Source: an optimization exercise on an open RTL-to-GDS flow (aim: small area). Production flows keep margins and buffers that such runs may drop.
In this exercise RTL edits were held to simulation tests only and were not proved equivalent to the original.
No driver is modelled on the clock port, so clocking that relies on it looks cheaper here than on a real chip.
No activity file was given, so power comes from the tool's default toggle rates.

Setup of JK:
==> flow/design.v (excerpt) <==
module systolic_array # (parameter N = 8) (clk, reset, inA, inB, out);
Size in the first run: ~13,000 cells after synthesis, roughly 1,200 I/O pins, ~0.15 mm2 of cells after synthesis.
Settings: LEC_CHECK=0, CAP_MARGIN=20, CORE_MARGIN=2, CORE_UTILIZATION=60, SLEW_MARGIN=20, SYNTH_HIERARCHICAL=1, SYNTH_MINIMUM_KEEP_SIZE=0; clock period 6.0 ns.
standard.sh (not shown) runs the stock make flow with config.mk's settings and CLKGATE_MAP_FILE= SYNTH_SCRIPT=/design/flow/synth_recipe.tcl, a recipe that flattens the netlist after the stock synthesis.
==> flow/flow/run.sh <==
#!/bin/bash
set -euo pipefail
bash standard.sh \
  "BUFFER_PORTS_ARGS=-buffer_cell sky130_fd_sc_hd__buf_1" \
  "CTS_ARGS=-sink_clustering_enable -repair_clock_nets -dont_use_dummy_load -sink_clustering_size 30 -sink_clustering_max_diameter 70" \
  "POST_CTS_TCL=$PWD/flow/post_cts.tcl" \
  finish > make_finish.log 2>&1
==> flow/flow/post_cts.tcl <==
# Downsize gates on paths with slack to spare, then repair slew and
# capacitance and legalize again.
estimate_parasitics -placement
repair_timing -recover_power 100 -slack_margin 0.2 -verbose
repair_design -cap_margin 20 -slew_margin 20 -verbose
detailed_placement
check_placement -verbose
Relative to JK, the following input files were edited for MS:
==> flow/flow/run.sh <==
#!/bin/bash
set -euo pipefail
bash standard.sh \
  "BUFFER_PORTS_ARGS=-buffer_cell sky130_fd_sc_hd__buf_1" \
  "CTS_ARGS=-sink_clustering_enable -repair_clock_nets -dont_use_dummy_load -sink_clustering_size 15 -sink_clustering_max_diameter 50 -buf_list sky130_fd_sc_hd__clkbuf_8" \
  "POST_CTS_TCL=$PWD/flow/post_cts.tcl" \
  finish > make_finish.log 2>&1
[summary]
- MS | stages: all done | timing, DRC, antenna: all pass
- JK ended with every stage complete and zero timing, DRC or antenna violations.
- From MS to JK, count of buffer and inverter cells on the critical path did not move at all.
- Layout-stage area growth over the synthesis result: MS vs JK — no meaningful difference
- In terms of global-route usage, JK and MS differ only marginally.
Relative to MS, the following input files were edited for AL:
==> flow/flow/run.sh <==
#!/bin/bash
set -euo pipefail
bash standard.sh \
  "BUFFER_PORTS_ARGS=-buffer_cell sky130_fd_sc_hd__buf_1" \
  "CTS_ARGS=-sink_clustering_enable -repair_clock_nets -dont_use_dummy_load -sink_clustering_size 30 -sink_clustering_max_diameter 70" \
  "POST_CTS_TCL=$PWD/flow/post_cts.tcl" \
  finish > make_finish.log 2>&1
==> flow/flow/post_cts.tcl <==
# Downsize gates on paths with slack to spare, then repair slew and
# capacitance and legalize again.
estimate_parasitics -placement
repair_timing -recover_power 100 -slack_margin 0.1 -verbose
repair_design -cap_margin 20 -slew_margin 20 -verbose
detailed_placement
check_placement -verbose
### Flow results
AL -> MS: register cell area after layout flat. From MS to AL the numbers moved as follows: clock share of power grew by 0.5 points, leakage power total about even, combinational share of power decreased by 0.3 points relative to the old numbers, diode insertion count for antenna repair fell 6, routed wire length lower. MS and AL ended up with nearly the same count of buffers not belonging to the clock network in the layout. Clock power (lower): MS. Highest ir drop seen on vdd in AL is 2.0% higher than in MS.
--- input diff AL..TR ---
==> flow/flow/run.sh <==
#!/bin/bash
set -euo pipefail
bash standard.sh \
  "BUFFER_PORTS_ARGS=-buffer_cell sky130_fd_sc_hd__buf_1" \
  "CTS_ARGS=-sink_clustering_enable -repair_clock_nets -dont_use_dummy_load" \
  "POST_CTS_TCL=$PWD/flow/post_cts.tcl" \
  finish > make_finish.log 2>&1
==> flow/flow/post_cts.tcl <==
# Downsize gates on paths with slack to spare, then repair slew and
# capacitance and legalize again.
estimate_parasitics -placement
repair_timing -recover_power 100 -slack_margin 0.2 -verbose
repair_design -cap_margin 20 -slew_margin 20 -verbose
detailed_placement
check_placement -verbose
Results
From AL to TR the numbers moved as follows: peak per-stage delay on the critical path now sits lower; fmax now sits at about the same level; sequential share of cell area now sits lower. TR — multi-input combinational area share 0.65 points lower, AL as reference. On die area, AL and TR are basically level. TR vs AL, utilization went up by 0.64 points. TR: switching power share of the total is 0.82 points lower than what AL reported. In the reports for AL and TR, the larger final worst slack belongs to AL. From TR to AL, multi-input combinational cell count did not move at all. Wire length of the first global-routing pass, AL and TR: larger value in TR.

==> re-timing with driven ports <==
How much do the figures lean on ideal ports? The routed layouts below were timed once more, with nothing changed but the port constraints. Step 1, drivers: a clkbuf_16 drives clk and a buf_2 each remaining input, both assumed. Step 2 moves the port delays by t, midway between the first and last clock arrival at a register: inputs arrive t later, outputs are due t later. That takes back most of the time a late clock gives input paths. Three values: no drivers, after step 1, after step 2; two values: the first two.
run | shift t [ns] | slack for setup (ns) | worst setup path at the end | clock arrival spread, ns
JK | 0.919 | 0.189 / 0.189 / -0.618 | input to register | 0.094 / 0.095
MS | 1.058 | 0.187 / 0.187 / -0.757 | input to register | 0.124 / 0.124
AL | 0.919 | 0.189 / 0.189 / -0.618 | input to register | 0.094 / 0.095
TR | 0.957 | 0.182 / 0.182 / -0.680 | input to register | 0.074 / 0.075
With both steps, setup timing fails in every run listed, where it was met with ideal ports. The setup slack of MS, which loses most, moves by 0.000 ns with the drivers and by -0.944 ns with both steps.
